This design comes from an exercise in tuning for small area on the open sky130 flow, not from production work.
At most, simulation tests tie the RTL to the original design; equivalence was not proved.
No functional check of the RTL was part of run 1.
Power is estimated from default activity; no workload was simulated.

==> design/flow/design.v <==
module DSP(A, B, C, D, clk, rst_n, P);
input  [17:0] A, B, D;
input  [47:0] C;
input clk, rst_n;
output reg [47:0] P;
reg [18:0] Sr, S1, S2;
reg [17:0] A0, A1;
reg [2:0] v;     
reg [47:0] Q;
reg [20:0] T2;
  wire [18:0] Ssum = {u48, u46, u44, u42, u40, u38, u37, s23, s21, s19, s17, s15, s13, s11, s9, s7, s5, s3, s1};
  wire [20:0] T3 = {u94, u92, u90, u88, u87, s77, s75, s73, s71, s69, s67, s65, s63, s61, s59, s57, s55, s53, s51, s49, S1[0]};
always @(posedge clk) begin
  Sr <= Ssum;
  S1 <= Sr;
  S2 <= S1;
  T2 <= T3;
  A0 <= A;
  A1 <= A0;
end
always @(posedge clk or negedge rst_n)
  if (!rst_n) v <= 3'b000;
  else        v <= {v[1:0], 1'b1};
  wire [20:0] s1x = {2'b00, S2};
  wire [20:0] s2x = {1'b0, S2, 1'b0};
  wire e1_0 = v[2] & ~A1[1] & A1[0];
  wire e2_0 = v[2] & A1[1] & ~A1[0];
  wire e3_0 = v[2] & A1[1] & A1[0];
  wire [20:0] pp0 = (({21{e1_0}} & s1x) | ({21{e2_0}} & s2x) | ({21{e3_0}} & T2));
  wire e1_1 = v[2] & ~A1[3] & A1[2];
  wire e2_1 = v[2] & A1[3] & ~A1[2];
  wire e3_1 = v[2] & A1[3] & A1[2];
  wire [20:0] pp1 = (({21{e1_1}} & s1x) | ({21{e2_1}} & s2x) | ({21{e3_1}} & T2));
  wire e1_2 = v[2] & ~A1[5] & A1[4];
  wire e2_2 = v[2] & A1[5] & ~A1[4];
  wire e3_2 = v[2] & A1[5] & A1[4];
  wire [20:0] pp2 = (({21{e1_2}} & s1x) | ({21{e2_2}} & s2x) | ({21{e3_2}} & T2));
  wire e1_3 = v[2] & ~A1[7] & A1[6];
  wire e2_3 = v[2] & A1[7] & ~A1[6];
  wire e3_3 = v[2] & A1[7] & A1[6];
  wire [20:0] pp3 = (({21{e1_3}} & s1x) | ({21{e2_3}} & s2x) | ({21{e3_3}} & T2));
  wire e1_4 = v[2] & ~A1[9] & A1[8];
  wire e2_4 = v[2] & A1[9] & ~A1[8];
  wire e3_4 = v[2] & A1[9] & A1[8];
  wire [20:0] pp4 = (({21{e1_4}} & s1x) | ({21{e2_4}} & s2x) | ({21{e3_4}} & T2));
  wire e1_5 = v[2] & ~A1[11] & A1[10];
  wire e2_5 = v[2] & A1[11] & ~A1[10];
  wire e3_5 = v[2] & A1[11] & A1[10];
  wire [20:0] pp5 = (({21{e1_5}} & s1x) | ({21{e2_5}} & s2x) | ({21{e3_5}} & T2));
  wire e1_6 = v[2] & ~A1[13] & A1[12];
  wire e2_6 = v[2] & A1[13] & ~A1[12];
  wire e3_6 = v[2] & A1[13] & A1[12];
  wire [20:0] pp6 = (({21{e1_6}} & s1x) | ({21{e2_6}} & s2x) | ({21{e3_6}} & T2));
  wire e1_7 = v[2] & ~A1[15] & A1[14];
  wire e2_7 = v[2] & A1[15] & ~A1[14];
  wire e3_7 = v[2] & A1[15] & A1[14];
  wire [20:0] pp7 = (({21{e1_7}} & s1x) | ({21{e2_7}} & s2x) | ({21{e3_7}} & T2));
  wire e1_8 = v[2] & ~A1[17] & A1[16];
  wire e2_8 = v[2] & A1[17] & ~A1[16];
  wire e3_8 = v[2] & A1[17] & A1[16];
  wire [20:0] pp8 = (({21{e1_8}} & s1x) | ({21{e2_8}} & s2x) | ({21{e3_8}} & T2));
  wire s1, c2;
  ha u_s1 (B[0], D[0], s1, c2);
  wire s3, c4;
  fa u_s3 (B[1], D[1], c2, s3, c4);
  wire s5, c6;
  fa u_s5 (B[2], D[2], c4, s5, c6);
  wire s7, c8;
  fa u_s7 (B[3], D[3], c6, s7, c8);
  wire s9, c10;
  fa u_s9 (B[4], D[4], c8, s9, c10);
  wire s11, c12;
  fa u_s11 (B[5], D[5], c10, s11, c12);
  wire s13, c14;
  fa u_s13 (B[6], D[6], c12, s13, c14);
  wire s15, c16;
  fa u_s15 (B[7], D[7], c14, s15, c16);
  wire s17, c18;
  fa u_s17 (B[8], D[8], c16, s17, c18);
  wire s19, c20;
  fa u_s19 (B[9], D[9], c18, s19, c20);
  wire s21, c22;
  fa u_s21 (B[10], D[10], c20, s21, c22);
  wire s23, c24;
  fa u_s23 (B[11], D[11], c22, s23, c24);
  wire s25, c26;
  ha u_s25 (B[12], D[12], s25, c26);
  wire s27, c28;
  fa u_s27 (B[13], D[13], c26, s27, c28);
  wire s29, c30;
  fa u_s29 (B[14], D[14], c28, s29, c30);
  wire s31, c32;
  fa u_s31 (B[15], D[15], c30, s31, c32);
  wire s33, c34;
  fa u_s33 (B[16], D[16], c32, s33, c34);
  wire s35, c36;
  fa u_s35 (B[17], D[17], c34, s35, c36);
  wire u37 = s25 ^ c24;
  wire u38 = s27 ^ (c24 & s25);
  wire t39 = s25 & s27;
  wire u40 = s29 ^ (c24 & t39);
  wire t41 = t39 & s29;
  wire u42 = s31 ^ (c24 & t41);
  wire t43 = t41 & s31;
  wire u44 = s33 ^ (c24 & t43);
  wire t45 = t43 & s33;
  wire u46 = s35 ^ (c24 & t45);
  wire t47 = t45 & s35;
  wire u48 = c36 | (c24 & t47);
  wire s49, c50;
  ha u_s49 (S1[0], S1[1], s49, c50);
  wire s51, c52;
  fa u_s51 (S1[1], S1[2], c50, s51, c52);
  wire s53, c54;
  fa u_s53 (S1[2], S1[3], c52, s53, c54);
  wire s55, c56;
  fa u_s55 (S1[3], S1[4], c54, s55, c56);
  wire s57, c58;
  fa u_s57 (S1[4], S1[5], c56, s57, c58);
  wire s59, c60;
  fa u_s59 (S1[5], S1[6], c58, s59, c60);
  wire s61, c62;
  fa u_s61 (S1[6], S1[7], c60, s61, c62);
  wire s63, c64;
  fa u_s63 (S1[7], S1[8], c62, s63, c64);
  wire s65, c66;
  fa u_s65 (S1[8], S1[9], c64, s65, c66);
  wire s67, c68;
  fa u_s67 (S1[9], S1[10], c66, s67, c68);
  wire s69, c70;
  fa u_s69 (S1[10], S1[11], c68, s69, c70);
  wire s71, c72;
  fa u_s71 (S1[11], S1[12], c70, s71, c72);
  wire s73, c74;
  fa u_s73 (S1[12], S1[13], c72, s73, c74);
  wire s75, c76;
  fa u_s75 (S1[13], S1[14], c74, s75, c76);
  wire s77, c78;
  fa u_s77 (S1[14], S1[15], c76, s77, c78);
  wire s79, c80;
  ha u_s79 (S1[15], S1[16], s79, c80);
  wire s81, c82;
  fa u_s81 (S1[16], S1[17], c80, s81, c82);
  wire s83, c84;
  fa u_s83 (S1[17], S1[18], c82, s83, c84);
  wire s85, c86;
  ha u_s85 (S1[18], c84, s85, c86);
  wire u87 = s79 ^ c78;
  wire u88 = s81 ^ (c78 & s79);
  wire t89 = s79 & s81;
  wire u90 = s83 ^ (c78 & t89);
  wire t91 = t89 & s83;
  wire u92 = s85 ^ (c78 & t91);
  wire t93 = t91 & s85;
  wire u94 = c86 | (c78 & t93);
  wire s95, c96;
  ha u_s95 (pp0[16], pp1[14], s95, c96);
  wire s97, c98;
  fa u_s97 (pp0[17], pp1[15], pp2[13], s97, c98);
  wire s99, c100;
  fa u_s99 (pp0[18], pp1[16], pp2[14], s99, c100);
  wire s101, c102;
  fa u_s101 (pp0[19], pp1[17], pp2[15], s101, c102);
  wire s103, c104;
  fa u_s103 (pp0[20], pp1[18], pp2[16], s103, c104);
  wire s105, c106;
  ha u_s105 (pp1[19], pp2[17], s105, c106);
  wire s107, c108;
  ha u_s107 (pp1[20], pp2[18], s107, c108);
  wire s109, c110;
  ha u_s109 (pp0[10], pp1[8], s109, c110);
  wire s111, c112;
  fa u_s111 (pp0[11], pp1[9], pp2[7], s111, c112);
  wire s113, c114;
  fa u_s113 (pp0[12], pp1[10], pp2[8], s113, c114);
  wire s115, c116;
  ha u_s115 (pp3[6], pp4[4], s115, c116);
  wire s117, c118;
  fa u_s117 (pp0[13], pp1[11], pp2[9], s117, c118);
  wire s119, c120;
  fa u_s119 (pp3[7], pp4[5], pp5[3], s119, c120);
  wire s121, c122;
  fa u_s121 (pp0[14], pp1[12], pp2[10], s121, c122);
  wire s123, c124;
  fa u_s123 (pp3[8], pp4[6], pp5[4], s123, c124);
  wire s125, c126;
  ha u_s125 (pp6[2], pp7[0], s125, c126);
  wire s127, c128;
  fa u_s127 (pp0[15], pp1[13], pp2[11], s127, c128);
  wire s129, c130;
  fa u_s129 (pp3[9], pp4[7], pp5[5], s129, c130);
  wire s131, c132;
  fa u_s131 (pp6[3], pp7[1], C[15], s131, c132);
  wire s133, c134;
  fa u_s133 (pp2[12], pp3[10], pp4[8], s133, c134);
  wire s135, c136;
  fa u_s135 (pp5[6], pp6[4], pp7[2], s135, c136);
  wire s137, c138;
  fa u_s137 (pp8[0], s95, C[16], s137, c138);
  wire s139, c140;
  fa u_s139 (pp3[11], pp4[9], pp5[7], s139, c140);
  wire s141, c142;
  fa u_s141 (pp6[5], pp7[3], pp8[1], s141, c142);
  wire s143, c144;
  fa u_s143 (c96, s97, C[17], s143, c144);
  wire s145, c146;
  fa u_s145 (pp3[12], pp4[10], pp5[8], s145, c146);
  wire s147, c148;
  fa u_s147 (pp6[6], pp7[4], pp8[2], s147, c148);
  wire s149, c150;
  fa u_s149 (c98, s99, C[18], s149, c150);
  wire s151, c152;
  fa u_s151 (pp3[13], pp4[11], pp5[9], s151, c152);
  wire s153, c154;
  fa u_s153 (pp6[7], pp7[5], pp8[3], s153, c154);
  wire s155, c156;
  fa u_s155 (c100, s101, C[19], s155, c156);
  wire s157, c158;
  fa u_s157 (pp3[14], pp4[12], pp5[10], s157, c158);
  wire s159, c160;
  fa u_s159 (pp6[8], pp7[6], pp8[4], s159, c160);
  wire s161, c162;
  fa u_s161 (c102, s103, C[20], s161, c162);
  wire s163, c164;
  fa u_s163 (pp3[15], pp4[13], pp5[11], s163, c164);
  wire s165, c166;
  fa u_s165 (pp6[9], pp7[7], pp8[5], s165, c166);
  wire s167, c168;
  fa u_s167 (s105, c104, C[21], s167, c168);
  wire s169, c170;
  fa u_s169 (pp3[16], pp4[14], pp5[12], s169, c170);
  wire s171, c172;
  fa u_s171 (pp6[10], pp7[8], pp8[6], s171, c172);
  wire s173, c174;
  fa u_s173 (c106, s107, C[22], s173, c174);
  wire s175, c176;
  fa u_s175 (pp2[19], pp3[17], pp4[15], s175, c176);
  wire s177, c178;
  fa u_s177 (pp5[13], pp6[11], pp7[9], s177, c178);
  wire s179, c180;
  fa u_s179 (pp8[7], c108, C[23], s179, c180);
  wire s181, c182;
  fa u_s181 (pp2[20], pp3[18], pp4[16], s181, c182);
  wire s183, c184;
  fa u_s183 (pp5[14], pp6[12], pp7[10], s183, c184);
  wire s185, c186;
  ha u_s185 (pp8[8], C[24], s185, c186);
  wire s187, c188;
  fa u_s187 (pp3[19], pp4[17], pp5[15], s187, c188);
  wire s189, c190;
  fa u_s189 (pp6[13], pp7[11], pp8[9], s189, c190);
  wire s191, c192;
  fa u_s191 (pp3[20], pp4[18], pp5[16], s191, c192);
  wire s193, c194;
  ha u_s193 (pp6[14], pp7[12], s193, c194);
  wire s195, c196;
  fa u_s195 (pp4[19], pp5[17], pp6[15], s195, c196);
  wire s197, c198;
  ha u_s197 (pp4[20], pp5[18], s197, c198);
  wire s199, c200;
  ha u_s199 (pp0[6], pp1[4], s199, c200);
  wire s201, c202;
  fa u_s201 (pp0[7], pp1[5], pp2[3], s201, c202);
  wire s203, c204;
  fa u_s203 (pp0[8], pp1[6], pp2[4], s203, c204);
  wire s205, c206;
  ha u_s205 (pp3[2], pp4[0], s205, c206);
  wire s207, c208;
  fa u_s207 (pp0[9], pp1[7], pp2[5], s207, c208);
  wire s209, c210;
  fa u_s209 (pp3[3], pp4[1], C[9], s209, c210);
  wire s211, c212;
  fa u_s211 (pp2[6], pp3[4], pp4[2], s211, c212);
  wire s213, c214;
  fa u_s213 (pp5[0], s109, C[10], s213, c214);
  wire s215, c216;
  fa u_s215 (pp3[5], pp4[3], pp5[1], s215, c216);
  wire s217, c218;
  fa u_s217 (c110, s111, C[11], s217, c218);
  wire s219, c220;
  fa u_s219 (pp5[2], pp6[0], s115, s219, c220);
  wire s221, c222;
  fa u_s221 (c112, s113, C[12], s221, c222);
  wire s223, c224;
  fa u_s223 (pp6[1], c116, c114, s223, c224);
  wire s225, c226;
  fa u_s225 (s117, s119, C[13], s225, c226);
  wire s227, c228;
  fa u_s227 (s125, c118, c120, s227, c228);
  wire s229, c230;
  fa u_s229 (s121, s123, C[14], s229, c230);
  wire s231, c232;
  fa u_s231 (c126, c122, c124, s231, c232);
  wire s233, c234;
  fa u_s233 (s127, s129, s131, s233, c234);
  wire s235, c236;
  fa u_s235 (c128, c130, s133, s235, c236);
  wire s237, c238;
  fa u_s237 (s135, c132, s137, s237, c238);
  wire s239, c240;
  fa u_s239 (c134, c136, s139, s239, c240);
  wire s241, c242;
  fa u_s241 (s141, c138, s143, s241, c242);
  wire s243, c244;
  fa u_s243 (c140, c142, s145, s243, c244);
  wire s245, c246;
  fa u_s245 (s147, c144, s149, s245, c246);
  wire s247, c248;
  fa u_s247 (c146, c148, s151, s247, c248);
  wire s249, c250;
  fa u_s249 (s153, c150, s155, s249, c250);
  wire s251, c252;
  fa u_s251 (c152, c154, s157, s251, c252);
  wire s253, c254;
  fa u_s253 (s159, c156, s161, s253, c254);
  wire s255, c256;
  fa u_s255 (c158, c160, s163, s255, c256);
  wire s257, c258;
  fa u_s257 (s165, c162, s167, s257, c258);
  wire s259, c260;
  fa u_s259 (c164, c166, s169, s259, c260);
  wire s261, c262;
  fa u_s261 (s171, c168, s173, s261, c262);
  wire s263, c264;
  fa u_s263 (c170, c172, s175, s263, c264);
  wire s265, c266;
  fa u_s265 (s177, c174, s179, s265, c266);
  wire s267, c268;
  fa u_s267 (c176, c178, s181, s267, c268);
  wire s269, c270;
  fa u_s269 (s183, s185, c180, s269, c270);
  wire s271, c272;
  fa u_s271 (c182, c184, s187, s271, c272);
  wire s273, c274;
  fa u_s273 (s189, C[25], c186, s273, c274);
  wire s275, c276;
  fa u_s275 (pp8[10], s193, c188, s275, c276);
  wire s277, c278;
  fa u_s277 (c190, s191, C[26], s277, c278);
  wire s279, c280;
  fa u_s279 (pp7[13], pp8[11], c194, s279, c280);
  wire s281, c282;
  fa u_s281 (c192, s195, C[27], s281, c282);
  wire s283, c284;
  fa u_s283 (pp6[16], pp7[14], pp8[12], s283, c284);
  wire s285, c286;
  fa u_s285 (s197, c196, C[28], s285, c286);
  wire s287, c288;
  fa u_s287 (pp5[19], pp6[17], pp7[15], s287, c288);
  wire s289, c290;
  fa u_s289 (pp8[13], c198, C[29], s289, c290);
  wire s291, c292;
  fa u_s291 (pp5[20], pp6[18], pp7[16], s291, c292);
  wire s293, c294;
  ha u_s293 (pp8[14], C[30], s293, c294);
  wire s295, c296;
  fa u_s295 (pp6[19], pp7[17], pp8[15], s295, c296);
  wire s297, c298;
  ha u_s297 (pp6[20], pp7[18], s297, c298);
  wire s299, c300;
  ha u_s299 (pp0[4], pp1[2], s299, c300);
  wire s301, c302;
  fa u_s301 (pp0[5], pp1[3], pp2[1], s301, c302);
  wire s303, c304;
  fa u_s303 (pp2[2], pp3[0], s199, s303, c304);
  wire s305, c306;
  fa u_s305 (pp3[1], c200, s201, s305, c306);
  wire s307, c308;
  fa u_s307 (s205, c202, s203, s307, c308);
  wire s309, c310;
  fa u_s309 (c206, c204, s207, s309, c310);
  wire s311, c312;
  fa u_s311 (c208, s211, c210, s311, c312);
  wire s313, c314;
  fa u_s313 (c212, s215, c214, s313, c314);
  wire s315, c316;
  fa u_s315 (c216, s219, c218, s315, c316);
  wire s317, c318;
  fa u_s317 (c220, s223, c222, s317, c318);
  wire s319, c320;
  fa u_s319 (c224, s227, c226, s319, c320);
  wire s321, c322;
  fa u_s321 (c228, s231, c230, s321, c322);
  wire s323, c324;
  fa u_s323 (c232, s235, c234, s323, c324);
  wire s325, c326;
  fa u_s325 (c236, s239, c238, s325, c326);
  wire s327, c328;
  fa u_s327 (c240, s243, c242, s327, c328);
  wire s329, c330;
  fa u_s329 (c244, s247, c246, s329, c330);
  wire s331, c332;
  fa u_s331 (c248, s251, c250, s331, c332);
  wire s333, c334;
  fa u_s333 (c252, s255, c254, s333, c334);
  wire s335, c336;
  fa u_s335 (c256, s259, c258, s335, c336);
  wire s337, c338;
  fa u_s337 (c260, s263, c262, s337, c338);
  wire s339, c340;
  fa u_s339 (c264, s267, s269, s339, c340);
  wire s341, c342;
  fa u_s341 (c268, s271, s273, s341, c342);
  wire s343, c344;
  fa u_s343 (c272, s275, s277, s343, c344);
  wire s345, c346;
  fa u_s345 (s279, c276, c278, s345, c346);
  wire s347, c348;
  fa u_s347 (s283, c280, c282, s347, c348);
  wire s349, c350;
  fa u_s349 (c284, s287, c286, s349, c350);
  wire s351, c352;
  fa u_s351 (c288, s291, s293, s351, c352);
  wire s353, c354;
  fa u_s353 (c292, s295, C[31], s353, c354);
  wire s355, c356;
  fa u_s355 (pp8[16], s297, c296, s355, c356);
  wire s357, c358;
  fa u_s357 (pp7[19], pp8[17], c298, s357, c358);
  wire s359, c360;
  ha u_s359 (pp7[20], pp8[18], s359, c360);
  wire s361, c362;
  ha u_s361 (pp0[2], pp1[0], s361, c362);
  wire s363, c364;
  fa u_s363 (pp0[3], pp1[1], C[3], s363, c364);
  wire s365, c366;
  fa u_s365 (pp2[0], s299, C[4], s365, c366);
  wire s367, c368;
  fa u_s367 (c300, s301, C[5], s367, c368);
  wire s369, c370;
  fa u_s369 (c302, s303, C[6], s369, c370);
  wire s371, c372;
  fa u_s371 (c304, s305, C[7], s371, c372);
  wire s373, c374;
  fa u_s373 (c306, s307, C[8], s373, c374);
  wire s375, c376;
  fa u_s375 (c308, s309, s209, s375, c376);
  wire s377, c378;
  fa u_s377 (c310, s213, s311, s377, c378);
  wire s379, c380;
  fa u_s379 (s217, c312, s313, s379, c380);
  wire s381, c382;
  fa u_s381 (s221, c314, s315, s381, c382);
  wire s383, c384;
  fa u_s383 (s225, c316, s317, s383, c384);
  wire s385, c386;
  fa u_s385 (s229, c318, s319, s385, c386);
  wire s387, c388;
  fa u_s387 (c320, s321, s233, s387, c388);
  wire s389, c390;
  fa u_s389 (c322, s237, s323, s389, c390);
  wire s391, c392;
  fa u_s391 (s241, c324, s325, s391, c392);
  wire s393, c394;
  fa u_s393 (s245, c326, s327, s393, c394);
  wire s395, c396;
  fa u_s395 (s249, c328, s329, s395, c396);
  wire s397, c398;
  fa u_s397 (s253, c330, s331, s397, c398);
  wire s399, c400;
  fa u_s399 (s257, c332, s333, s399, c400);
  wire s401, c402;
  fa u_s401 (s261, c334, s335, s401, c402);
  wire s403, c404;
  fa u_s403 (s265, c336, s337, s403, c404);
  wire s405, c406;
  fa u_s405 (c266, c338, s339, s405, c406);
  wire s407, c408;
  fa u_s407 (c270, s341, c340, s407, c408);
  wire s409, c410;
  fa u_s409 (c274, s343, c342, s409, c410);
  wire s411, c412;
  fa u_s411 (s281, s345, c344, s411, c412);
  wire s413, c414;
  fa u_s413 (s285, c346, s347, s413, c414);
  wire s415, c416;
  fa u_s415 (s289, c348, s349, s415, c416);
  wire s417, c418;
  fa u_s417 (c290, s351, c350, s417, c418);
  wire s419, c420;
  fa u_s419 (c294, s353, c352, s419, c420);
  wire s421, c422;
  fa u_s421 (s355, C[32], c354, s421, c422);
  wire s423, c424;
  fa u_s423 (s357, c356, C[33], s423, c424);
  wire s425, c426;
  fa u_s425 (s359, c358, C[34], s425, c426);
  wire s427, c428;
  fa u_s427 (pp8[19], c360, C[35], s427, c428);
  wire s429, c430;
  ha u_s429 (pp8[20], C[36], s429, c430);
  wire s431, c432;
  ha u_s431 (pp0[0], C[0], s431, c432);
  wire s433, c434;
  fa u_s433 (pp0[1], C[1], c432, s433, c434);
  wire s435, c436;
  fa u_s435 (s361, C[2], c434, s435, c436);
  wire s437, c438;
  fa u_s437 (c362, s363, c436, s437, c438);
  wire s439, c440;
  fa u_s439 (c364, s365, c438, s439, c440);
  wire s441, c442;
  fa u_s441 (c366, s367, c440, s441, c442);
  wire s443, c444;
  fa u_s443 (c368, s369, c442, s443, c444);
  wire s445, c446;
  fa u_s445 (c370, s371, c444, s445, c446);
  wire s447, c448;
  fa u_s447 (c372, s373, c446, s447, c448);
  wire s449, c450;
  ha u_s449 (c374, s375, s449, c450);
  wire s451, c452;
  ha u_s451 (c376, s377, s451, c452);
  wire s453, c454;
  ha u_s453 (c378, s379, s453, c454);
  wire s455, c456;
  ha u_s455 (c380, s381, s455, c456);
  wire s457, c458;
  ha u_s457 (c382, s383, s457, c458);
  wire s459, c460;
  ha u_s459 (c384, s385, s459, c460);
  wire s461, c462;
  ha u_s461 (c386, s387, s461, c462);
  wire s463, c464;
  ha u_s463 (c388, s389, s463, c464);
  wire s465, c466;
  ha u_s465 (c390, s391, s465, c466);
  wire s467, c468;
  ha u_s467 (c392, s393, s467, c468);
  wire s469, c470;
  ha u_s469 (c394, s395, s469, c470);
  wire s471, c472;
  ha u_s471 (c396, s397, s471, c472);
  wire s473, c474;
  ha u_s473 (c398, s399, s473, c474);
  wire s475, c476;
  ha u_s475 (c400, s401, s475, c476);
  wire s477, c478;
  ha u_s477 (c402, s403, s477, c478);
  wire s479, c480;
  ha u_s479 (c404, s405, s479, c480);
  wire s481, c482;
  ha u_s481 (c406, s407, s481, c482);
  wire s483, c484;
  ha u_s483 (s409, c408, s483, c484);
  wire s485, c486;
  ha u_s485 (s411, c410, s485, c486);
  wire s487, c488;
  ha u_s487 (c412, s413, s487, c488);
  wire s489, c490;
  ha u_s489 (c414, s415, s489, c490);
  wire s491, c492;
  ha u_s491 (c416, s417, s491, c492);
  wire s493, c494;
  ha u_s493 (s419, c418, s493, c494);
  wire s495, c496;
  ha u_s495 (s421, c420, s495, c496);
  wire s497, c498;
  ha u_s497 (s423, c422, s497, c498);
  wire s499, c500;
  ha u_s499 (c424, s425, s499, c500);
  wire s501, c502;
  ha u_s501 (c426, s427, s501, c502);
  wire s503, c504;
  ha u_s503 (s429, c428, s503, c504);
  wire g505 = c450 | (s449 & c448);
  wire g506 = c452 | (s451 & g505);
  wire p507 = s451 & s449;
  wire g508 = c456 | (s455 & c454);
  wire p509 = s455 & s453;
  wire g510 = c460 | (s459 & c458);
  wire p511 = s459 & s457;
  wire g512 = c464 | (s463 & c462);
  wire p513 = s463 & s461;
  wire g514 = c468 | (s467 & c466);
  wire p515 = s467 & s465;
  wire g516 = c472 | (s471 & c470);
  wire p517 = s471 & s469;
  wire g518 = c476 | (s475 & c474);
  wire p519 = s475 & s473;
  wire g520 = c480 | (s479 & c478);
  wire p521 = s479 & s477;
  wire g522 = c484 | (s483 & c482);
  wire p523 = s483 & s481;
  wire g524 = c488 | (s487 & c486);
  wire p525 = s487 & s485;
  wire g526 = c492 | (s491 & c490);
  wire p527 = s491 & s489;
  wire g528 = c496 | (s495 & c494);
  wire p529 = s495 & s493;
  wire g530 = c500 | (s499 & c498);
  wire p531 = s499 & s497;
  wire g532 = c504 | (s503 & c502);
  wire p533 = s503 & s501;
  wire g534 = g508 | (p509 & g506);
  wire p535 = p509 & p507;
  wire g536 = g512 | (p513 & g510);
  wire p537 = p513 & p511;
  wire g538 = g516 | (p517 & g514);
  wire p539 = p517 & p515;
  wire g540 = g520 | (p521 & g518);
  wire p541 = p521 & p519;
  wire g542 = g524 | (p525 & g522);
  wire p543 = p525 & p523;
  wire g544 = g528 | (p529 & g526);
  wire p545 = p529 & p527;
  wire g546 = g532 | (p533 & g530);
  wire p547 = p533 & p531;
  wire g548 = g536 | (p537 & g534);
  wire p549 = p537 & p535;
  wire g550 = g540 | (p541 & g538);
  wire p551 = p541 & p539;
  wire g552 = g544 | (p545 & g542);
  wire p553 = p545 & p543;
  wire g554 = g550 | (p551 & g548);
  wire p555 = p551 & p549;
  wire g556 = g552 | (p553 & g554);
  wire p557 = p553 & p555;
  wire g558 = g538 | (p539 & g548);
  wire p559 = p539 & p549;
  wire g560 = g542 | (p543 & g554);
  wire p561 = p543 & p555;
  wire g562 = g546 | (p547 & g556);
  wire p563 = p547 & p557;
  wire g564 = g510 | (p511 & g534);
  wire p565 = p511 & p535;
  wire g566 = g514 | (p515 & g548);
  wire p567 = p515 & p549;
  wire g568 = g518 | (p519 & g558);
  wire p569 = p519 & p559;
  wire g570 = g522 | (p523 & g554);
  wire p571 = p523 & p555;
  wire g572 = g526 | (p527 & g560);
  wire p573 = p527 & p561;
  wire g574 = g530 | (p531 & g556);
  wire p575 = p531 & p557;
  wire g576 = c454 | (s453 & g506);
  wire p577 = s453 & p507;
  wire g578 = c458 | (s457 & g534);
  wire p579 = s457 & p535;
  wire g580 = c462 | (s461 & g564);
  wire p581 = s461 & p565;
  wire g582 = c466 | (s465 & g548);
  wire p583 = s465 & p549;
  wire g584 = c470 | (s469 & g566);
  wire p585 = s469 & p567;
  wire g586 = c474 | (s473 & g558);
  wire p587 = s473 & p559;
  wire g588 = c478 | (s477 & g568);
  wire p589 = s477 & p569;
  wire g590 = c482 | (s481 & g554);
  wire p591 = s481 & p555;
  wire g592 = c486 | (s485 & g570);
  wire p593 = s485 & p571;
  wire g594 = c490 | (s489 & g560);
  wire p595 = s489 & p561;
  wire g596 = c494 | (s493 & g572);
  wire p597 = s493 & p573;
  wire g598 = c498 | (s497 & g556);
  wire p599 = s497 & p557;
  wire g600 = c502 | (s501 & g574);
  wire p601 = s501 & p575;
  wire r602 = s449 ^ c448;
  wire r603 = s451 ^ g505;
  wire r604 = s453 ^ g506;
  wire r605 = s455 ^ g576;
  wire r606 = s457 ^ g534;
  wire r607 = s459 ^ g578;
  wire r608 = s461 ^ g564;
  wire r609 = s463 ^ g580;
  wire r610 = s465 ^ g548;
  wire r611 = s467 ^ g582;
  wire r612 = s469 ^ g566;
  wire r613 = s471 ^ g584;
  wire r614 = s473 ^ g558;
  wire r615 = s475 ^ g586;
  wire r616 = s477 ^ g568;
  wire r617 = s479 ^ g588;
  wire r618 = s481 ^ g554;
  wire r619 = s483 ^ g590;
  wire r620 = s485 ^ g570;
  wire r621 = s487 ^ g592;
  wire r622 = s489 ^ g560;
  wire r623 = s491 ^ g594;
  wire r624 = s493 ^ g572;
  wire r625 = s495 ^ g596;
  wire r626 = s497 ^ g556;
  wire r627 = s499 ^ g598;
  wire r628 = s501 ^ g574;
  wire r629 = s503 ^ g600;
  wire k630 = g562 ^ c430;
  wire r631 = C[37] ^ k630;
  wire r632 = C[38] ^ (k630 & C[37]);
  wire t633 = C[37] & C[38];
  wire r634 = C[39] ^ (k630 & t633);
  wire t635 = t633 & C[39];
  wire r636 = C[40] ^ (k630 & t635);
  wire t637 = t635 & C[40];
  wire r638 = C[41] ^ (k630 & t637);
  wire t639 = t637 & C[41];
  wire r640 = C[42] ^ (k630 & t639);
  wire t641 = t639 & C[42];
  wire r642 = C[43] ^ (k630 & t641);
  wire t643 = t641 & C[43];
  wire r644 = C[44] ^ (k630 & t643);
  wire t645 = t643 & C[44];
  wire r646 = C[45] ^ (k630 & t645);
  wire t647 = t645 & C[45];
  wire r648 = C[46] ^ (k630 & t647);
  wire t649 = t647 & C[46];
  wire r650 = C[47] ^ (k630 & t649);
  wire t651 = t649 & C[47];
  wire [47:0] SUM = {r650, r648, r646, r644, r642, r640, r638, r636, r634, r632, r631, r629, r628, r627, r626, r625, r624, r623, r622, r621, r620, r619, r618, r617, r616, r615, r614, r613, r612, r611, r610, r609, r608, r607, r606, r605, r604, r603, r602, s447, s445, s443, s441, s439, s437, s435, s433, s431};
always @(posedge clk or negedge rst_n)
  if (!rst_n) begin
    Q <= 48'd0;
    P <= 48'd0;
  end else begin
    Q <= SUM;
    P <= Q;
  end
endmodule
module fa(input a, input b, input c, output s, output co);
  assign s = a ^ b ^ c;
  assign co = (a & b) | (a & c) | (b & c);
endmodule
module ha(input a, input b, output s, output co);
  assign s = a ^ b;
  assign co = a & b;
endmodule
==> design/flow/flow/run.sh <==
#!/bin/bash
# The standard layout (standard.sh, unchanged synthesis) with:
#  - each port buffered by the smallest buffer cell instead of a delay cell,
#  - clock tree built from clkbuf_8 cells in clusters of up to 18 sinks,
#    without dummy loads.
set -euo pipefail
export BUFFER_PORTS_ARGS="-buffer_cell sky130_fd_sc_hd__buf_1"
export CTS_ARGS="-sink_clustering_enable -repair_clock_nets -dont_use_dummy_load -buf_list sky130_fd_sc_hd__clkbuf_8 -sink_clustering_size 18 -sink_clustering_max_diameter 60"
bash standard.sh > standard.log 2>&1
==> design/flow/standard.sh <==
#!/bin/bash
# synth_recipe.tcl (not shown) runs the flow's synth.tcl, then flattens the netlist and writes it again
# the make line also repeats each setting of config.mk as NAME=value (left out here)
make -C /OpenROAD-flow-scripts/flow DESIGN_CONFIG=/design/flow/config.mk WORK_HOME=/design/flow/orfs CLKGATE_MAP_FILE= SYNTH_SCRIPT=/design/flow/synth_recipe.tcl "${@:-finish}"
==> design/flow/config.mk <==
export PLATFORM = sky130hd
export DESIGN_NAME = DSP
export DESIGN_NICKNAME = DSP
export VERILOG_FILES = /design/flow/design.v
export SDC_FILE = /design/flow/constraint.sdc
export NUM_CORES = 4
export LEC_CHECK = 0
export ABC_AREA = 1
export CAP_MARGIN = 20
export CORE_MARGIN = 2
export CORE_UTILIZATION = 40
export GPL_TIMING_DRIVEN = 0
export PLACE_DENSITY = 0.6
export SLEW_MARGIN = 20
export SYNTH_HIERARCHICAL = 1
export SYNTH_MINIMUM_KEEP_SIZE = 0
==> design/flow/constraint.sdc <==
create_clock -name core_clock -period 7.0 [get_ports {clk}]
set_input_delay 1.4000 -clock core_clock [delete_from_list [all_inputs] [get_ports {clk}]]
set_output_delay 1.4000 -clock core_clock [all_outputs]
set_load 0.01 [all_outputs]
==> results of run 1 <==
==> power by group <==
part	switching [uW]	internal, uW
clock network	370	242
logic	2660	1920
registers	120	1670
total	3150	3830
==> sequential cells by signal, summed over array words and instances (netlist names) <==
signal / cells
A0: 18
A1: 18
S2: 18
P: 48
v: 3
T2: 21
S1: 19
Sr: 19
Q: 48
==> synthesized netlist by cell type, drive strengths merged (2+ instances only) <==
cell type	instances	area (um^2)
fa	191	3824
xor2	8	70.07
clkbuf	44	165.2
dfrtp	99	2477
nand3b	9	67.56
a21oi	12	86.33
o21bai	3	22.52
xnor2	14	122.6
or2	3	18.77
clkinv	40	150.1
ha	69	863.3
inv	31	116.4
a31o	5	43.79
buf	16	85.07
nor2	49	214.0
a21o	2	15.01
nand2	229	947.2
o22ai	9	56.30
nand4	12	75.07
nand3	26	142.6
o221ai	162	1419
dfxtp	113	2262
==> metal layers <==
metal	GRT usage (%)	part of all wire, %	vias up
li1	-	-	4353
met1	28.08	42	4850
met2	34.44	46	440
met3	4.989	8.6	70
met4	6.929	3.1	0
met5	0	0	-
==> logic make-up after synthesis <==
| family | count (synthesis) | share of synthesized area (%) |
|---|---|---|
| flip-flops | 212 | 35.74 |
| buffers and inverters | 131 | 3.896 |
| other | 1 | 0.02828 |
| AND/OR/NAND/NOR | 330 | 11.15 |
| adder cells (fa/ha/maj) | 260 | 35.34 |
| XOR/XNOR | 22 | 1.453 |
| AO/OA/AOI/OAI | 193 | 12.39 |
==> layout make-up <==
type,instances,share of cell area (%)
multi-input cells,806,54.25
flip-flops and latches,212,31.94
repair buffers,164,4.789
clock buffers,19,1.762
inverters,71,1.830
well taps,442,3.727
plain buffers,57,1.703
==> per-module statistics from Yosys (local to each module, per instance) <==
module,cell area (um^2),copies in the design,flops+latches
ha,12.51,51,0
DSP,8800,1,212
fa,20.02,191,0
==> critical path, delay by kind of cell, from the launching register on <==
kind / cells / cell delay (ns)
AOI/OAI and AO/OA: 1 / 0.35
buffers and inverters: 4 / 1.15
adders and majority gates: 10 / 3.32
xor gates and xnor gates: 1 / 0.16
and+or+nand+nor: 13 / 1.31
DFF: 1 / 0.30
==> stage by stage <==
| stage | cell area [um^2] | hold WS, ns | worst slack, ns |
|---|---|---|---|
| floorplan | 13260 | 0.3096 | 0.2767 |
| global placement | 14380 | 0.3107 | -0.2536 |
| detailed placement | 14450 | 0.3121 | -0.2888 |
| CTS | 14740 | 0.3238 | 0.04463 |
| global route | 14840 | 0.3237 | -0.003667 |
| finish | 14840 | 0.3159 | 0.3294 |
==> path summary, 6_finish.rpt <==
check,start,endpoint,slack (ns),depth (start not counted)
min in group asynchronous,rst_n,P[2]$_DFF_PN0_,0.78,1
max in group asynchronous,rst_n,Q[43]$_DFF_PN0_,5.22,4
setup / recovery,S2[3]$_DFF_P_,Q[38]$_DFF_PN0_,0.33,29
setup reg to reg,S2[3]$_DFF_P_,Q[38]$_DFF_PN0_,0.33,29
hold / removal,Q[40]$_DFF_PN0_,P[40]$_DFF_PN0_,0.32,0
hold reg to reg,Q[40]$_DFF_PN0_,P[40]$_DFF_PN0_,0.32,0
==> timing repair <==
item,4_1_cts,5_1_grt
buffers inserted,2,8
resized for setup,5,17
endpoints found under the hold margin,0,0
pin swaps,1,2
endpoints found under the setup margin,2,7
gates cloned,0,0
==> metrics.yaml, run 1 <==
via_per_inst: 5.484
portBuffers: 151
drtIter0Drc: 852
grt_pass1_vias: 10090
multiInputGateArea_mm2: 0.008050
final_common_cell: "nand2_1"
cp-start-kind: "flop"
synth.cell_area_mm2: 0.01326
nets: 1695
clkTransAtPathRegs_ns: 0.11
dieArea_mm2: 0.03463
place.gp.congestion: 0.9509
max_freq_mhz: 149.9
grt_pass1_wl_mm: 55.90
cts_root_buffer: "clkbuf_8"
setup_violations: 0
area_growth_pct: 11.90
setup_tns_ns: 0
dp_hpwl_mm: 27.66
min_period_ns: 6.671
required_ns: 7.45
cts.sinks: 212
globalRouteTotalUtil_pct: 21.23
final_cells: 1771
ys_seq_area_share_pct: 35.74
power.density_mw_per_mm2: 470.5
ant_nets: 0
overflow: 0
slew-limit-headroom_pct: 41.39
cap_viol_max_count: 0
worst_pin_slew_ns: 0.8760
rows: 66
fp.dieW_um: 186.1
layout_common_cells: "nand2_1 (215), fa_1 (190), o221ai_1 (160)"
critical_path_arrival_ns: 7.12
crit_path_end_kind: "flop"
synthCells: 1149
fin_util_pct: 45.49
start_util_pct: 40.66
power.total_uw: 6983
vias: 9713
ys_async_sr_fraction_pct: 46.70
critical_path_class: "reg2reg"
synth.ff_latch_count: 212
synth_warnings: 7
cts_tree: "built"
peakVddDrop_mv: 0.3273
min_period_over_period_pct: 95.29
numCtsBuffers: 19
drive_gt1_share_pct: 6.471
dp_cells: 1745
hold_class: "reg2reg"
skew_ns: 0.05528
antenna_cells: 0
syn-num-nets: 1513
grt_antenna_before_repair: 0
hold_viol_final: 0
pin_count: 152
totalWireLength_mm: 35.25
drtPass1Iterations: 6
critPathSlowestCell: "clkinv_1"
outcome: "no timing/DRC/antenna violations"
synth-edff-count: 0
synth_cell_types: 38
drv_slew: 0
leakagePower_uw: 0.006266
critPathMaxFanout: 10
syn_area_per_cell_um2: 11.54
path_common_cell: "nand2_4"
fillers: 3080
slowest_delay_ns: 0.48
insertion_delay_ns: 0.55
clockBufferDepth: 3
grt_start_max_net_pins: 34
htreeDepth: 1
synth_flop_cell: "dfxtp_1"
die_y_um: 186.1
drc: 0
wl_per_cell_um: 19.91
ctsHoldBuffers: 0
regArea_mm2: 0.004740
core_mm2: 0.03262
==> inputs of run 2 (changes only) <==
--- a/design/flow/design.v
+++ b/design/flow/design.v
@@ -506,7 +506,7 @@
   wire s445, c446;
   fa u_s445 (c370, s371, c444, s445, c446);
   wire s447, c448;
-  fa u_s447 (c372, s373, c446, s447, c448);
+  ha u_s447 (c372, s373, s447, c448);
   wire s449, c450;
   ha u_s449 (c374, s375, s449, c450);
   wire s451, c452;
@@ -563,35 +563,35 @@
   ha u_s501 (c426, s427, s501, c502);
   wire s503, c504;
   ha u_s503 (s429, c428, s503, c504);
-  wire g505 = c450 | (s449 & c448);
-  wire g506 = c452 | (s451 & g505);
-  wire p507 = s451 & s449;
-  wire g508 = c456 | (s455 & c454);
-  wire p509 = s455 & s453;
-  wire g510 = c460 | (s459 & c458);
-  wire p511 = s459 & s457;
-  wire g512 = c464 | (s463 & c462);
-  wire p513 = s463 & s461;
-  wire g514 = c468 | (s467 & c466);
-  wire p515 = s467 & s465;
-  wire g516 = c472 | (s471 & c470);
-  wire p517 = s471 & s469;
-  wire g518 = c476 | (s475 & c474);
-  wire p519 = s475 & s473;
-  wire g520 = c480 | (s479 & c478);
-  wire p521 = s479 & s477;
-  wire g522 = c484 | (s483 & c482);
-  wire p523 = s483 & s481;
-  wire g524 = c488 | (s487 & c486);
-  wire p525 = s487 & s485;
-  wire g526 = c492 | (s491 & c490);
-  wire p527 = s491 & s489;
-  wire g528 = c496 | (s495 & c494);
-  wire p529 = s495 & s493;
-  wire g530 = c500 | (s499 & c498);
-  wire p531 = s499 & s497;
-  wire g532 = c504 | (s503 & c502);
-  wire p533 = s503 & s501;
+  wire g505 = c448 | (s447 & c446);
+  wire g506 = c450 | (s449 & g505);
+  wire p507 = s449 & s447;
+  wire g508 = c454 | (s453 & c452);
+  wire p509 = s453 & s451;
+  wire g510 = c458 | (s457 & c456);
+  wire p511 = s457 & s455;
+  wire g512 = c462 | (s461 & c460);
+  wire p513 = s461 & s459;
+  wire g514 = c466 | (s465 & c464);
+  wire p515 = s465 & s463;
+  wire g516 = c470 | (s469 & c468);
+  wire p517 = s469 & s467;
+  wire g518 = c474 | (s473 & c472);
+  wire p519 = s473 & s471;
+  wire g520 = c478 | (s477 & c476);
+  wire p521 = s477 & s475;
+  wire g522 = c482 | (s481 & c480);
+  wire p523 = s481 & s479;
+  wire g524 = c486 | (s485 & c484);
+  wire p525 = s485 & s483;
+  wire g526 = c490 | (s489 & c488);
+  wire p527 = s489 & s487;
+  wire g528 = c494 | (s493 & c492);
+  wire p529 = s493 & s491;
+  wire g530 = c498 | (s497 & c496);
+  wire p531 = s497 & s495;
+  wire g532 = c502 | (s501 & c500);
+  wire p533 = s501 & s499;
   wire g534 = g508 | (p509 & g506);
   wire p535 = p509 & p507;
   wire g536 = g512 | (p513 & g510);
@@ -634,83 +634,86 @@
   wire p573 = p527 & p561;
   wire g574 = g530 | (p531 & g556);
   wire p575 = p531 & p557;
-  wire g576 = c454 | (s453 & g506);
-  wire p577 = s453 & p507;
-  wire g578 = c458 | (s457 & g534);
-  wire p579 = s457 & p535;
-  wire g580 = c462 | (s461 & g564);
-  wire p581 = s461 & p565;
-  wire g582 = c466 | (s465 & g548);
-  wire p583 = s465 & p549;
-  wire g584 = c470 | (s469 & g566);
-  wire p585 = s469 & p567;
-  wire g586 = c474 | (s473 & g558);
-  wire p587 = s473 & p559;
-  wire g588 = c478 | (s477 & g568);
-  wire p589 = s477 & p569;
-  wire g590 = c482 | (s481 & g554);
-  wire p591 = s481 & p555;
-  wire g592 = c486 | (s485 & g570);
-  wire p593 = s485 & p571;
-  wire g594 = c490 | (s489 & g560);
-  wire p595 = s489 & p561;
-  wire g596 = c494 | (s493 & g572);
-  wire p597 = s493 & p573;
-  wire g598 = c498 | (s497 & g556);
-  wire p599 = s497 & p557;
-  wire g600 = c502 | (s501 & g574);
-  wire p601 = s501 & p575;
-  wire r602 = s449 ^ c448;
-  wire r603 = s451 ^ g505;
-  wire r604 = s453 ^ g506;
-  wire r605 = s455 ^ g576;
-  wire r606 = s457 ^ g534;
-  wire r607 = s459 ^ g578;
-  wire r608 = s461 ^ g564;
-  wire r609 = s463 ^ g580;
-  wire r610 = s465 ^ g548;
-  wire r611 = s467 ^ g582;
-  wire r612 = s469 ^ g566;
-  wire r613 = s471 ^ g584;
-  wire r614 = s473 ^ g558;
-  wire r615 = s475 ^ g586;
-  wire r616 = s477 ^ g568;
-  wire r617 = s479 ^ g588;
-  wire r618 = s481 ^ g554;
-  wire r619 = s483 ^ g590;
-  wire r620 = s485 ^ g570;
-  wire r621 = s487 ^ g592;
-  wire r622 = s489 ^ g560;
-  wire r623 = s491 ^ g594;
-  wire r624 = s493 ^ g572;
-  wire r625 = s495 ^ g596;
-  wire r626 = s497 ^ g556;
-  wire r627 = s499 ^ g598;
-  wire r628 = s501 ^ g574;
-  wire r629 = s503 ^ g600;
-  wire k630 = g562 ^ c430;
-  wire r631 = C[37] ^ k630;
-  wire r632 = C[38] ^ (k630 & C[37]);
-  wire t633 = C[37] & C[38];
-  wire r634 = C[39] ^ (k630 & t633);
-  wire t635 = t633 & C[39];
-  wire r636 = C[40] ^ (k630 & t635);
-  wire t637 = t635 & C[40];
-  wire r638 = C[41] ^ (k630 & t637);
-  wire t639 = t637 & C[41];
-  wire r640 = C[42] ^ (k630 & t639);
-  wire t641 = t639 & C[42];
-  wire r642 = C[43] ^ (k630 & t641);
-  wire t643 = t641 & C[43];
-  wire r644 = C[44] ^ (k630 & t643);
-  wire t645 = t643 & C[44];
-  wire r646 = C[45] ^ (k630 & t645);
-  wire t647 = t645 & C[45];
-  wire r648 = C[46] ^ (k630 & t647);
-  wire t649 = t647 & C[46];
-  wire r650 = C[47] ^ (k630 & t649);
-  wire t651 = t649 & C[47];
-  wire [47:0] SUM = {r650, r648, r646, r644, r642, r640, r638, r636, r634, r632, r631, r629, r628, r627, r626, r625, r624, r623, r622, r621, r620, r619, r618, r617, r616, r615, r614, r613, r612, r611, r610, r609, r608, r607, r606, r605, r604, r603, r602, s447, s445, s443, s441, s439, s437, s435, s433, s431};
+  wire g576 = c452 | (s451 & g506);
+  wire p577 = s451 & p507;
+  wire g578 = c456 | (s455 & g534);
+  wire p579 = s455 & p535;
+  wire g580 = c460 | (s459 & g564);
+  wire p581 = s459 & p565;
+  wire g582 = c464 | (s463 & g548);
+  wire p583 = s463 & p549;
+  wire g584 = c468 | (s467 & g566);
+  wire p585 = s467 & p567;
+  wire g586 = c472 | (s471 & g558);
+  wire p587 = s471 & p559;
+  wire g588 = c476 | (s475 & g568);
+  wire p589 = s475 & p569;
+  wire g590 = c480 | (s479 & g554);
+  wire p591 = s479 & p555;
+  wire g592 = c484 | (s483 & g570);
+  wire p593 = s483 & p571;
+  wire g594 = c488 | (s487 & g560);
+  wire p595 = s487 & p561;
+  wire g596 = c492 | (s491 & g572);
+  wire p597 = s491 & p573;
+  wire g598 = c496 | (s495 & g556);
+  wire p599 = s495 & p557;
+  wire g600 = c500 | (s499 & g574);
+  wire p601 = s499 & p575;
+  wire g602 = c504 | (s503 & g562);
+  wire p603 = s503 & p563;
+  wire r604 = s447 ^ c446;
+  wire r605 = s449 ^ g505;
+  wire r606 = s451 ^ g506;
+  wire r607 = s453 ^ g576;
+  wire r608 = s455 ^ g534;
+  wire r609 = s457 ^ g578;
+  wire r610 = s459 ^ g564;
+  wire r611 = s461 ^ g580;
+  wire r612 = s463 ^ g548;
+  wire r613 = s465 ^ g582;
+  wire r614 = s467 ^ g566;
+  wire r615 = s469 ^ g584;
+  wire r616 = s471 ^ g558;
+  wire r617 = s473 ^ g586;
+  wire r618 = s475 ^ g568;
+  wire r619 = s477 ^ g588;
+  wire r620 = s479 ^ g554;
+  wire r621 = s481 ^ g590;
+  wire r622 = s483 ^ g570;
+  wire r623 = s485 ^ g592;
+  wire r624 = s487 ^ g560;
+  wire r625 = s489 ^ g594;
+  wire r626 = s491 ^ g572;
+  wire r627 = s493 ^ g596;
+  wire r628 = s495 ^ g556;
+  wire r629 = s497 ^ g598;
+  wire r630 = s499 ^ g574;
+  wire r631 = s501 ^ g600;
+  wire r632 = s503 ^ g562;
+  wire k633 = g602 ^ c430;
+  wire r634 = C[37] ^ k633;
+  wire r635 = C[38] ^ (k633 & C[37]);
+  wire t636 = C[37] & C[38];
+  wire r637 = C[39] ^ (k633 & t636);
+  wire t638 = t636 & C[39];
+  wire r639 = C[40] ^ (k633 & t638);
+  wire t640 = t638 & C[40];
+  wire r641 = C[41] ^ (k633 & t640);
+  wire t642 = t640 & C[41];
+  wire r643 = C[42] ^ (k633 & t642);
+  wire t644 = t642 & C[42];
+  wire r645 = C[43] ^ (k633 & t644);
+  wire t646 = t644 & C[43];
+  wire r647 = C[44] ^ (k633 & t646);
+  wire t648 = t646 & C[44];
+  wire r649 = C[45] ^ (k633 & t648);
+  wire t650 = t648 & C[45];
+  wire r651 = C[46] ^ (k633 & t650);
+  wire t652 = t650 & C[46];
+  wire r653 = C[47] ^ (k633 & t652);
+  wire t654 = t652 & C[47];
+  wire [47:0] SUM = {r653, r651, r649, r647, r645, r643, r641, r639, r637, r635, r634, r632, r631, r630, r629, r628, r627, r626, r625, r624, r623, r622, r621, r620, r619, r618, r617, r616, r615, r614, r613, r612, r611, r610, r609, r608, r607, r606, r605, r604, s445, s443, s441, s439, s437, s435, s433, s431};
 always @(posedge clk or negedge rst_n)
   if (!rst_n) begin
     Q <= 48'd0;
==> design/flow/flow/run.sh (replaced) <==
#!/bin/bash
# The standard layout (standard.sh, unchanged synthesis) with:
#  - each port buffered by the smallest buffer cell instead of a delay cell,
#  - clock tree built from clkbuf_8 cells in clusters of up to 22 sinks,
#    without dummy loads.
set -euo pipefail
export BUFFER_PORTS_ARGS="-buffer_cell sky130_fd_sc_hd__buf_1"
export CTS_ARGS="-sink_clustering_enable -repair_clock_nets -dont_use_dummy_load -buf_list sky130_fd_sc_hd__clkbuf_8 -sink_clustering_size 22 -sink_clustering_max_diameter 60"
bash standard.sh > standard.log 2>&1
==> run 2 against run 1 <==
Against the previous run: first-iteration DRC count shrank 21%; sequential power hardly changed; largest cell class unchanged; final cell count down 1.2%; still clean on timing, DRC and antenna.
==> metrics.yaml, run 2 <==
place.gp.congestion: 0.9040  # -4.9%
grt_start_max_net_pins: 33  # -2.9%
path_buf_inv: 5  # +1
regArea_mm2: 0.004740  # unchanged
slowest_delay_ns: 0.43  # -0.05 ns
max_freq_mhz: 151.8  # +1.3%
cp-start-kind: "flop"
synthCells: 1135  # -1.2%
grt_pass1_wl_mm: 55.57  # -0.58%
hold_viol_final: 0  # unchanged
leakagePower_uw: 0.006275  # +0.14%
globalRouteTotalUtil_pct: 20.99  # -0.24 points
final_common_cell: "nand2_1"
dp_cells: 1731  # -0.80%
area_growth_pct: 11.30
layout_common_cells: "nand2_1 (216), fa_1 (188), o221ai_1 (162)"
insertion_delay_ns: 0.56  # about the same
synth.most_common_cell: "nand2_1"
start_util_pct: 40.71  # +0.050 points
nets: 1675  # -1.2%
dieArea_mm2: 0.03467  # +0.12%
drv_slew: 0  # unchanged
rsz0062_at_grt: "false"
overflow: 0  # unchanged
vias: 9434  # -2.9%
hold_class: "reg2reg"
path_common_cell: "nand2_1"
dp_hpwl_mm: 27.55  # -0.37%
worst_pin_slew_ns: 0.7466  # -0.1294 ns
die_y_um: 186.2  # about the same
met2_usage_pct: 34.93  # +0.49 points
pin_count: 152  # unchanged
synth.area.top_cells: "fa_1 (29%), dfrtp_1 (19%), dfxtp_1 (17%)"
synth-edff-count: 0  # unchanged
synth_cell_types: 36  # -5.3%
holdWs_ns: 0.2938  # -0.02212 ns
ctsHoldBuffers: 0  # unchanged
synth_common_cells: "nand2_1 (217), fa_1 (190), o221ai_1 (162)"
synth_top_area_share_pct: 28.65  # -0.19 points
drc: 0  # unchanged
critical_path_arrival_ns: 7.02  # -0.10 ns
min_period_over_period_pct: 94.10  # -1.2 points
wl_per_cell_um: 20.05  # +0.73%
grtUsageMet1_pct: 28.73  # +0.65 points
critPathMaxFanout: 10  # unchanged
htreeDepth: 1  # unchanged
numCtsBuffers: 18  # -1
cts.sinks: 212  # unchanged
totalWireLength_mm: 35.09  # -0.47%
ys_seq_area_share_pct: 35.70  # -0.044 points
ys_async_sr_fraction_pct: 46.70  # unchanged
skew_ns: 0.06846  # +0.01318 ns
cts_root_buffer: "clkbuf_8"
grt_antenna_before_repair: 0  # unchanged
ant_nets: 0  # unchanged
drtPass1Iterations: 5  # -1
peakVddDrop_mv: 0.2557  # -22%
cap_viol_max_count: 0  # unchanged
portBuffers: 151  # unchanged
met3_usage_pct: 3.427  # -1.6 points
rows: 66  # unchanged
drtIter0Drc: 672  # -21%
power.total_uw: 6752  # -3.3%
antenna_cells: 0  # unchanged
critPathSlowestCell: "fa_2"
slew-limit-headroom_pct: 50.23  # +8.8 points
setup_violations: 0  # unchanged
syn_area_per_cell_um2: 11.70  # +1.4%
top_regs: "P: 48 flops, Q: 48 flops, T2: 21 flops"
design_area_mm2: 0.01478  # -0.41%
drive_gt1_share_pct: 7.722  # +1.3 points
cts_tree: "built"
critical_path_class: "reg2reg"
crit_path_end_kind: "flop"
placed_area_mm2: 0.01446  # about the same
required_ns: 7.43  # -0.02 ns
fp.dieW_um: 186.2  # about the same
outcome: "no timing/DRC/antenna violations"
synth.ff_latch_count: 212  # unchanged
final_cells: 1750  # -1.2%
critical_path.top_delay_family: "adder cells"
multiInputGateArea_mm2: 0.008013  # -0.47%
fillers: 3119  # +1.3%
busiest_layer: "met2"
synth_warnings: 7  # unchanged
clkTransAtPathRegs_ns: 0.12  # about the same
syn-num-nets: 1500  # -0.86%
synth_flop_cell: "dfxtp_1"
clockBufferDepth: 3  # unchanged
core_mm2: 0.03262  # unchanged
synth_top_area_cell: "fa_1"
via_per_inst: 5.391  # -1.7%
synth.cell_area_mm2: 0.01328  # +0.12%
power.density_mw_per_mm2: 456.9  # -2.9%
min_period_ns: 6.587  # -0.08346 ns
grt_pass1_vias: 9905  # -1.8%
[run 2: worst paths after layout]
check	slack [ns]	endpoint	from	cells after the start
max	0.41	Q[38]$_DFF_PN0_	v[2]$_DFF_PN0_	33
min	0.29	A1[8]$_DFF_P_	A0[8]$_DFF_P_	0
max reg2reg	0.41	Q[38]$_DFF_PN0_	v[2]$_DFF_PN0_	33
min reg2reg	0.29	A1[8]$_DFF_P_	A0[8]$_DFF_P_	0
max in group asynchronous	5.20	P[34]$_DFF_PN0_	rst_n	4
min in group asynchronous	0.80	P[4]$_DFF_PN0_	rst_n	1
[run 2: what timing repair did]
item	in CTS	in global routing
setup endpoints to repair	3	11
resized for setup	2	14
pin swaps	1	2
setup buffers	0	4
[run 2: Yosys stat by module, one instance, submodules excluded]
module,cell area [um^2],times used,cells
ha,12.51,52,1
DSP,8823,1,893
fa,20.02,190,1
[run 2: metal layers]
metal	wire length [um]	up-vias
met5	0	-
met3	2382	52
li1	-	4280
met2	16660	368
met4	757	0
met1	15290	4734
[run 2: where the power goes]
part           internal (uW)  total (uW)  switching, uW
Combinational           1830        4350           2530
Clock                    230         602            372
Sequential              1670        1800            126
[run 2: cells by family after synthesis]
kind of cell,Yosys count,synth area share [%]
flip-flops,212,35.70
other,1,0.02824
adder cells (fa/ha/maj),261,35.34
XOR/XNOR,26,1.772
buffers and inverters,125,4.231
AND/OR/NAND/NOR,320,10.98
AO/OA/AOI/OAI,190,11.96
[run 2: per-stage QoR]
step           util [%]  TNS [ns]  setup slack (ns)
2_1_floorplan         -         0            0.3855
3_3_place_gp      44.14    -2.007           -0.3291
3_5_place_dp      44.33    -2.371           -0.3646
4_1_cts           45.10         0          0.006946
5_1_grt           45.30         0           0.03689
6_report          45.30         0            0.4128
[run 2: cell type report]
class | instances | area share [%]
sequential | 212 | 32.07
tap | 442 | 3.742
inverter | 67 | 1.761
buffer | 55 | 2.074
clock buffer | 18 | 1.676
multi-input combinational | 798 | 54.22
timing repair buffer | 158 | 4.453
==> inputs of run 3 (changes only) <==
==> design/flow/flow/run.sh (replaced) <==
#!/bin/bash
# The standard layout (standard.sh, unchanged synthesis) with:
#  - each port buffered by the smallest buffer cell instead of a delay cell,
#  - clock tree built from clkbuf_8 cells in clusters of up to 18 sinks,
#    without dummy loads.
set -euo pipefail
export BUFFER_PORTS_ARGS="-buffer_cell sky130_fd_sc_hd__buf_1"
export CTS_ARGS="-sink_clustering_enable -repair_clock_nets -dont_use_dummy_load -buf_list sky130_fd_sc_hd__clkbuf_8 -sink_clustering_size 18 -sink_clustering_max_diameter 60"
bash standard.sh > standard.log 2>&1
==> run 3 against run 2 <==
Against the previous run: still clean; clock skew is 0.023 ns lower; sequential power about the same; critical path type unchanged; critical path depth did not move; highest routed layer unchanged.
==> metrics.yaml, run 3 <==
rsz0062_at_grt: "false"
cap_viol_max_count: 0  # unchanged
totalWireLength_mm: 35.23  # +0.39%
rows: 66  # unchanged
pre_cts_slack_ns: -0.3646  # unchanged
grt_start_max_net_pins: 33  # unchanged
setup_violations: 0  # unchanged
power.density_mw_per_mm2: 458.4  # +0.31%
globalRouteTotalUtil_pct: 21.07  # +0.086 points
skew_ns: 0.04501  # -0.02345 ns
setup_slack_ns: 0.4185  # +0.005705 ns
min_period_over_period_pct: 94.02  # about the same
clkTransAtPathRegs_ns: 0.10  # -0.02 ns
fillers: 3115  # -0.13%
synth.ff_latch_count: 212  # unchanged
r2r_setup_slack_ns: 0.42  # about the same
hold_class: "reg2reg"
critical_path_class: "reg2reg"
ant_nets: 0  # unchanged
max_freq_mhz: 151.9  # about the same
layout_common_cells: "nand2_1 (216), fa_1 (189), o221ai_1 (162)"
drtPass1Iterations: 5  # unchanged
area_growth_pct: 11.38  # about the same
placed_area_mm2: 0.01446  # unchanged
die_y_um: 186.2  # unchanged
grt_pass1_wl_mm: 55.73  # +0.29%
insertion_delay_ns: 0.57  # about the same
synthCells: 1135  # unchanged
min_period_ns: 6.581  # -0.005705 ns
synth.area.top_cells: "fa_1 (29%), dfrtp_1 (19%), dfxtp_1 (17%)"
cts_tree: "built"
synth_top_area_cell: "fa_1"
overflow: 0  # unchanged
htreeDepth: 1  # unchanged
critical_path_arrival_ns: 7.04  # +0.02 ns
min_delay_path_depth: 0  # unchanged
peakVddDrop_mv: 0.2572  # +0.56%
synth.cell_area_mm2: 0.01328  # unchanged
synth_flop_cell: "dfxtp_1"
leakagePower_uw: 0.006283  # +0.12%
synth_top_area_share_pct: 28.65  # unchanged
portBuffers: 151  # unchanged
critPathMaxFanout: 10  # unchanged
grt_pass1_vias: 9930  # +0.25%
nets: 1676  # +0.060%
fp.dieW_um: 186.2  # unchanged
slew-limit-headroom_pct: 52.10  # +1.9 points
cp-start-kind: "flop"
cts_root_buffer: "clkbuf_8"
cts.sinks: 212  # unchanged
ys_async_sr_fraction_pct: 46.70  # unchanged
place.gp.congestion: 0.9040  # unchanged
design_area_mm2: 0.01479  # about the same
drc: 0  # unchanged
synth_cell_types: 36  # unchanged
clockBufferDepth: 3  # unchanged
dieArea_mm2: 0.03467  # unchanged
worst_pin_slew_ns: 0.7185  # -0.02810 ns
drv_slew: 0  # unchanged
grt_antenna_before_repair: 0  # unchanged
drtIter0Drc: 745  # +11%
final_common_cell: "nand2_1"
required_ns: 7.46  # +0.03 ns
pin_count: 152  # unchanged
crit_path_end_kind: "flop"
via_per_inst: 5.387  # about the same
wl_per_cell_um: 20.12  # +0.34%
dp_hpwl_mm: 27.55  # unchanged
r2r_cells: 33  # unchanged
synth_warnings: 7  # unchanged
vias: 9433  # -0.011%
numCtsBuffers: 19  # +1
regArea_mm2: 0.004740  # unchanged
synth.most_common_cell: "nand2_1"
synth_common_cells: "nand2_1 (217), fa_1 (190), o221ai_1 (162)"
slowest_delay_ns: 0.43  # about the same
outcome: "no timing/DRC/antenna violations"
core_mm2: 0.03262  # unchanged
hold_viol_final: 0  # unchanged
synth-edff-count: 0  # unchanged
start_util_pct: 40.71  # unchanged
multiInputGateArea_mm2: 0.008010  # about the same
critPathSlowestCell: "fa_2"
top_regs: "P: 48 flops, Q: 48 flops, T2: 21 flops"
syn-num-nets: 1500  # unchanged
drive_gt1_share_pct: 7.716  # about the same
antenna_cells: 0  # unchanged
syn_area_per_cell_um2: 11.70  # unchanged
ys_seq_area_share_pct: 35.70  # unchanged
run 3: changes by cell type in the layout (fill, tap and decap cells not counted):
cell	delta
clkbuf_8	+1
fa_2	-1
fa_1	+1
run 3: area by class of cell:
type / instances / area share (%)
sequential: 212 / 32.05
clock buffer: 19 / 1.768
inverter: 67 / 1.760
tap: 442 / 3.739
multi-input combinational: 798 / 54.16
timing repair buffer: 158 / 4.450
buffer: 55 / 2.073
run 3: timing repair:
| action | 4_1_cts | 5_1_grt |
|---|---|---|
| endpoints found under the setup margin | 1 | 11 |
| hold buffers | 0 | 0 |
| buffers inserted | 0 | 4 |
| endpoints found under the hold margin | 0 | 0 |
| pin swaps | 0 | 3 |
| resized for setup | 1 | 15 |
run 3: modules after synthesis, one instance, submodules excluded:
module | cells inside | flip-flops and latches | copies in the design | cell area, um^2
DSP | 893 | 212 | 1 | 8823
fa | 1 | 0 | 190 | 20.02
ha | 1 | 0 | 52 | 12.51
run 3: metal layers:
layer / GRT usage [%] / vias up / wire [um]
met5: 0 / - / 0
met4: 5.512 / 0 / 822
met3: 3.524 / 53 / 2472
met2: 35.02 / 362 / 16640
met1: 28.74 / 4739 / 15290
li1: - / 4279 / -
run 3: final timing paths:
| path | to | startpoint |
|---|---|---|
| min in group asynchronous | P[4]$_DFF_PN0_ | rst_n |
| max | Q[38]$_DFF_PN0_ | v[2]$_DFF_PN0_ |
| min | S1[7]$_DFF_P_ | Sr[7]$_DFF_P_ |
| min reg2reg | S1[7]$_DFF_P_ | Sr[7]$_DFF_P_ |
| max reg2reg | Q[38]$_DFF_PN0_ | v[2]$_DFF_PN0_ |
| max in group asynchronous | P[34]$_DFF_PN0_ | rst_n |
run 3: critical path, delay by kind of cell, from the launching register on:
family	cells	cell delay, ns
AO/OA/AOI/OAI	1	0.17
AND/OR/NAND/NOR	14	1.36
adder cells (fa/ha/maj)	11	3.58
buffers and inverters	5	0.65
flip-flops	1	0.36
XOR/XNOR	2	0.43
run 3: cells by family after synthesis:
logic type | count (synthesis) | share of synthesized area (%)
DFF | 212 | 35.70
adders and majority gates | 261 | 35.34
AOI/OAI and AO/OA | 190 | 11.96
buffers and inverters | 125 | 4.231
and+or+nand+nor | 320 | 10.98
xor gates and xnor gates | 26 | 1.772
other | 1 | 0.02824
run 3: report_power, final:
group / leakage [uW] / internal [uW] / switching [uW]
clock: 0.000137 / 242 / 386
combinational: 0.00404 / 1830 / 2530
sequential: 0.00211 / 1670 / 126
run 3: through the flow:
step	total power [uW]	std cells	hold WS, ns	setup TNS (ns)	utilization, %
finish	6779	1751	0.2927	0	45.34
global route	7694	1751	0.2935	0	45.34
CTS	6870	1750	0.3032	0	45.13
detailed placement	6205	1731	0.3121	-2.371	44.33
global placement	6099	1728	0.3116	-2.007	44.14
floorplan	5039	1135	0.3096	0	-

[separate check: timing with driven ports]
In the flow no input, the clock included, has a driving cell. The finished layouts below were timed again as built, in two steps. Step 1 (the two cells are an assumption about what drives the block):
set clk [get_ports {clk}]
set_driving_cell -lib_cell sky130_fd_sc_hd__clkbuf_16 $clk
set_driving_cell -lib_cell sky130_fd_sc_hd__buf_2 [delete_from_list [all_inputs] $clk]
Step 2 adds t to the input delays and takes it off the output delays; t is the mean of the earliest and latest rising clock arrival at the registers after step 1. Input paths then give back, and output paths get back, about the clock's delay inside the block. Three values: no drivers, after step 1, after step 2; two values: the first two.
run | t (ns) | setup slack, ns | slew at the worst register clock pin (ns) | worst data-port slew with drivers (ns) | cell pins on the clock port's net
run 1 | 0.570 | 0.329 / 0.329 / -0.160 | 0.11 / 0.11 | 0.04 | 1
run 2 | 0.577 | 0.413 / 0.413 / -0.051 | 0.12 / 0.12 | 0.04 | 1
run 3 | 0.593 | 0.419 / 0.419 / -0.063 | 0.10 / 0.10 | 0.04 | 1
With both steps, setup timing fails in every run listed, where it was met with ideal ports. For run 1, which loses most, drivers alone change the setup slack by 0.000 ns; drivers and shift together by -0.489 ns.
